What follows belongs to an exercise in optimizing a design on an open flow for small area and a short achievable clock period; a production flow would make more cautious choices. The RTL was checked by simulation tests, not by an equivalence proof against the original design.

==> inputs of run M <==
Design mips_full_processor, start of the top module:
module mips_full_processor(i_clk, i_reset,
			   o_imem_addr, i_imem_data,
			   o_dmem_addr, o_dmem_wdata, o_dmem_we, i_dmem_rdata);
==> module mips_full_processor, before the edit <==
module mips_full_processor(i_clk, i_reset,
			   o_imem_addr, i_imem_data,
			   o_dmem_addr, o_dmem_wdata, o_dmem_we, i_dmem_rdata);
input i_clk ;
input i_reset;
output [31:0] o_imem_addr;	 
input  [31:0] i_imem_data;	 
output [31:0] o_dmem_addr;	 
output [31:0] o_dmem_wdata;	 
output        o_dmem_we;	 
input  [31:0] i_dmem_rdata;	 
wire [31:0] I = i_imem_data;
wire [5:0] op    = I[31:26];
wire [4:0] rs    = I[25:21];
wire [4:0] rt    = I[20:16];
wire [4:0] rd    = I[15:11];
wire [5:0] funct = I[5:0];
wire [31:0] imm  = {{16{I[15]}}, I[15:0]};
wire is_r    = (op == 6'b000000);
wire is_addi = (op == 6'b001000);
wire is_lw   = (op == 6'b100011);
wire is_sw   = (op == 6'b101011);
wire is_beq  = (op == 6'b000100);
wire is_j    = (op == 6'b000010);
wire f_sll = (funct == 6'h00);
wire f_srl = (funct == 6'h02);
wire f_sra = (funct == 6'h03);
wire f_sub = (funct == 6'h22);
wire f_and = (funct == 6'h24);
wire f_or  = (funct == 6'h25);
wire f_xor = (funct == 6'h26);
wire f_nor = (funct == 6'h27);
wire f_slt = (funct == 6'h2A);
wire f_arith = ~(f_sll | f_srl | f_sra | f_and | f_or | f_xor | f_nor | f_slt);
reg  [31:2] pc;
wire [31:0] rf [1:31];
reg [30:0] sel_a, sel_b;
integer k;
always @* begin
	for (k = 1; k < 32; k = k + 1) begin
		sel_a[k-1] = (rs == k);
		sel_b[k-1] = (rt == k);
	end
end
wire [31:0] A_n, B_n;	 
genvar g, b;
generate
	for (b = 0; b < 32; b = b + 1) begin : rd_g
		wire [30:0] col;
		for (g = 1; g < 32; g = g + 1) begin : c
			assign col[g-1] = rf[g][b];
		end
		rf_rd_bit ra (.sel(sel_a), .d(col), .y_n(A_n[b]));
		rf_rd_bit rb (.sel(sel_b), .d(col), .y_n(B_n[b]));
	end
endgenerate
wire [31:0] A = ~A_n;
wire [31:0] B = ~B_n;
wire [31:0] dsum;
addr_adder dadd (.a_n(A_n), .b(imm), .s(dsum));
assign o_dmem_addr  = dsum;
assign o_dmem_wdata = B;
assign o_dmem_we    = is_sw;
wire        sub_mode = f_sub | f_slt;
wire [31:0] addsub;
wire        add_co;
alu_addsub asu (.a(A), .b(B ^ {32{sub_mode}}), .ci(sub_mode), .s(addsub), .co(add_co));
wire        a_lt_b   = ~add_co;		 
wire [31:0] sy;		 
barrel_shifter shifter (.a(A), .sh(B[4:0]), .f_sll(f_sll), .f_sra(f_sra), .y(sy));
reg [31:0] sy_rev;
integer m;
always @* for (m = 0; m < 32; m = m + 1) sy_rev[m] = sy[31-m];
wire rn = ~i_reset;
wire s_r     = rn & is_r;
wire s_add   = s_r & f_arith;
wire s_slt   = s_r & f_slt;
wire s_sll   = s_r & f_sll;
wire s_sr    = s_r & (f_srl | f_sra);
wire s_and   = s_r & f_and;
wire s_or    = s_r & f_or;
wire s_xor   = s_r & f_xor;
wire s_nor   = s_r & f_nor;
wire s_lw    = rn & is_lw;
wire s_addi  = rn & is_addi;
wire [31:0] sr_res = {(f_sra ? A[31] : sy[31]), sy[30:0]};
wire [3:0] lk = {s_and | s_or, s_or | s_xor, s_or | s_xor, s_nor};
wire [31:0] logic_res;
generate
	for (b = 0; b < 32; b = b + 1) begin : lg_g
		alu_lut2 l (.a(A[b]), .b(B[b]), .k(lk), .y(logic_res[b]));
	end
endgenerate
wire [31:0] wd = ({32{s_add}}  & addsub)
	       | {31'd0, s_slt & a_lt_b}
	       | ({32{s_sll}}  & sy_rev)
	       | ({32{s_sr}}   & sr_res)
	       | logic_res
	       | ({32{s_lw}}   & i_dmem_rdata)
	       | ({32{s_addi}} & dsum);
wire       wen = is_r | is_addi | is_lw;
wire [4:0] wa  = is_r ? rd : rt;
generate
	for (g = 1; g < 32; g = g + 1) begin : reg_g
		reg  [31:0] r;
		wire [31:0] d;
		wire we_g  = i_reset | (wen & (wa == g));
		wire nwe_g = ~we_g;
		for (b = 0; b < 32; b = b + 1) begin : bit_g
			rf_wr_bit w (.we(we_g), .nwe(nwe_g), .wd(wd[b]), .q(r[b]), .d(d[b]));
		end
		always @(posedge i_clk)
			r <= d;
		assign rf[g] = r;
	end
endgenerate
wire [31:2] pc4, bt;
program_counter_mips pc_arith (.pc(pc), .imm(I[15:0]), .pc4(pc4), .bt(bt));
wire taken = is_beq & (A == B);
always @(posedge i_clk) begin
	if (i_reset)
		pc <= 30'd0;
	else if (taken)
		pc <= bt;
	else if (is_j)
		pc <= {pc4[31:28], I[25:0]};
	else
		pc <= pc4;
end
assign o_imem_addr = {pc, 2'b00};
endmodule
==> flow/config.mk <==
export PLATFORM = sky130hd
export DESIGN_NAME = mips_full_processor
export DESIGN_NICKNAME = mips_full_processor
export VERILOG_FILES = /design/flow/design.v
export SDC_FILE = /design/flow/constraint.sdc
export NUM_CORES = 4
export LEC_CHECK = 0
export CAP_MARGIN = 20
export CORE_MARGIN = 2
export CORE_UTILIZATION = 50
export CTS_BUF_LIST = sky130_fd_sc_hd__clkbuf_16
export CTS_CLUSTER_DIAMETER = 80
export CTS_CLUSTER_SIZE = 30
export SLEW_MARGIN = 20
export SYNTH_HIERARCHICAL = 1
export SYNTH_MINIMUM_KEEP_SIZE = 0
==> flow/constraint.sdc <==
create_clock -name core_clock -period 25.0 [get_ports {i_clk}]
set_input_delay 5.0000 -clock core_clock [delete_from_list [all_inputs] [get_ports {i_clk}]]
set_output_delay 5.0000 -clock core_clock [all_outputs]
set_load 0.01 [all_outputs]
standard.sh (not shown) runs the stock make flow with config.mk's settings and CLKGATE_MAP_FILE= SYNTH_SCRIPT=/design/flow/synth_recipe.tcl, a recipe that flattens the netlist after the stock synthesis.
==> flow/flow/run.sh <==
#!/bin/bash
# The standard layout with two changes to how it is made:
# - the port buffers are buf_2 cells (the standard flow picks a slow delay
#   buffer, clkdlybuf4s50_1, for every input and output port);
# - timing repair is asked for a setup slack margin well above zero, so that
#   it sizes and buffers the critical paths instead of stopping once the
#   25 ns clock is met.
# The clock, the I/O delays and every other constraint are the design's.
set -euo pipefail
bash standard.sh "BUFFER_PORTS_ARGS=-buffer_cell sky130_fd_sc_hd__buf_2" \
	SETUP_SLACK_MARGIN=11 TNS_END_PERCENT=10 finish > run_standard.log 2>&1
==> inputs of run D, as changes to run M <==
--- a/flow/design.v
+++ b/flow/design.v
@@ -685,6 +685,11 @@
 output y;
 assign y = ~(s & d);
 endmodule
+module rf_nor3 (a, b, c, y);
+input a, b, c;
+output y;
+assign y = ~(a | b | c);
+endmodule
 module rf_rd_bit (sel, d, y_n);
 input [30:0] sel;	 
 input [30:0] d;
@@ -699,6 +704,24 @@
 rf_nand2 g30 (.s(sel[30]), .d(d[30]), .y(n[10]));
 assign y_n = &n;
 endmodule
+module rf_rd_bit2 (sel, d, y_n, y2_n);
+input [30:0] sel;
+input [30:0] d;
+output y_n, y2_n;
+wire [10:0] n;
+genvar i;
+generate
+	for (i = 0; i < 10; i = i + 1) begin : t
+		rf_aoi222 g (.s(sel[3*i +: 3]), .d(d[3*i +: 3]), .y(n[i]));
+	end
+endgenerate
+rf_nand2 g30 (.s(sel[30]), .d(d[30]), .y(n[10]));
+wire h0 = ~&n[3:0];
+wire h1 = ~&n[7:4];
+wire h2 = ~&n[10:8];
+rf_nor3 o1 (.a(h0), .b(h1), .c(h2), .y(y_n));
+rf_nor3 o2 (.a(h0), .b(h1), .c(h2), .y(y2_n));
+endmodule
 module pc_fa (a, b, c, s, co);
 input a, b, c;
 output s, co;
@@ -857,6 +880,7 @@
 	end
 end
 wire [31:0] A_n, B_n;	 
+wire [31:0] Aa_n;	 
 genvar g, b;
 generate
 	for (b = 0; b < 32; b = b + 1) begin : rd_g
@@ -864,14 +888,14 @@
 		for (g = 1; g < 32; g = g + 1) begin : c
 			assign col[g-1] = rf[g][b];
 		end
-		rf_rd_bit ra (.sel(sel_a), .d(col), .y_n(A_n[b]));
-		rf_rd_bit rb (.sel(sel_b), .d(col), .y_n(B_n[b]));
+		rf_rd_bit2 ra (.sel(sel_a), .d(col), .y_n(Aa_n[b]), .y2_n(A_n[b]));
+		rf_rd_bit  rb (.sel(sel_b), .d(col), .y_n(B_n[b]));
 	end
 endgenerate
 wire [31:0] A = ~A_n;
 wire [31:0] B = ~B_n;
 wire [31:0] dsum;
-addr_adder dadd (.a_n(A_n), .b(imm), .s(dsum));
+addr_adder dadd (.a_n(Aa_n), .b(imm), .s(dsum));
 assign o_dmem_addr  = dsum;
 assign o_dmem_wdata = B;
 assign o_dmem_we    = is_sw;
==> flow/flow/run.sh (replaced) <==
#!/bin/bash
# The standard layout with two changes to how it is made:
# - the port buffers are buf_1 cells (the standard flow picks a slow delay
#   buffer, clkdlybuf4s50_1, for every input and output port);
# - timing repair is asked for a setup slack margin well above zero, so that
#   it sizes and buffers the critical paths instead of stopping once the
#   25 ns clock is met.
# The clock, the I/O delays and every other constraint are the design's.
set -euo pipefail
bash standard.sh "BUFFER_PORTS_ARGS=-buffer_cell sky130_fd_sc_hd__buf_1" \
	SETUP_SLACK_MARGIN=11.3 TNS_END_PERCENT=10 finish > run_standard.log 2>&1
--- a/flow/config.mk
+++ b/flow/config.mk
@@ -9,8 +9,8 @@
 export CORE_MARGIN = 2
 export CORE_UTILIZATION = 50
 export CTS_BUF_LIST = sky130_fd_sc_hd__clkbuf_16
-export CTS_CLUSTER_DIAMETER = 80
-export CTS_CLUSTER_SIZE = 30
+export CTS_CLUSTER_DIAMETER = 70
+export CTS_CLUSTER_SIZE = 27
 export SLEW_MARGIN = 20
 export SYNTH_HIERARCHICAL = 1
 export SYNTH_MINIMUM_KEEP_SIZE = 0
==> comparison <==
Between run M and run D, the lower synthesized area is in run M (gap about 0.65%, measured against run D). Between run D and run M, the lower clock-buffer cell count is in run M (gap 18). Critical path depth: run D is lower than run M (7). In run D the utilization is higher than in run M, by 0.70 points.

-- re-timing with driven ports --
The flow's constraints put no driver on any port. The routed layouts listed below were extracted and timed again, unchanged, in two steps.
Step 1, drivers: a clkbuf_16 drives i_clk and a buf_2 each remaining input, both assumed.
Step 2 adds t to the input delays and takes it off the output delays; t is the mean of the earliest and latest rising clock arrival at the registers after step 1. Input paths then give back, and output paths get back, about the clock's delay inside the block.
Three values: no drivers, after step 1, after step 2; two values: the first two.
| run | t (ns) | setup slack, ns | slew at the worst register clock pin (ns) | worst data-port slew with drivers (ns) |
|---|---|---|---|---|
| run M | 0.760 | 11.026 / 10.997 / 10.645 | 0.12 / 0.12 | 0.05 |
| run D | 0.742 | 11.288 / 11.252 / 10.932 | 0.11 / 0.11 | 0.04 |
After both steps every run listed still meets setup and hold. For run M, which loses most, drivers alone change the setup slack by -0.029 ns; drivers and shift together by -0.381 ns.
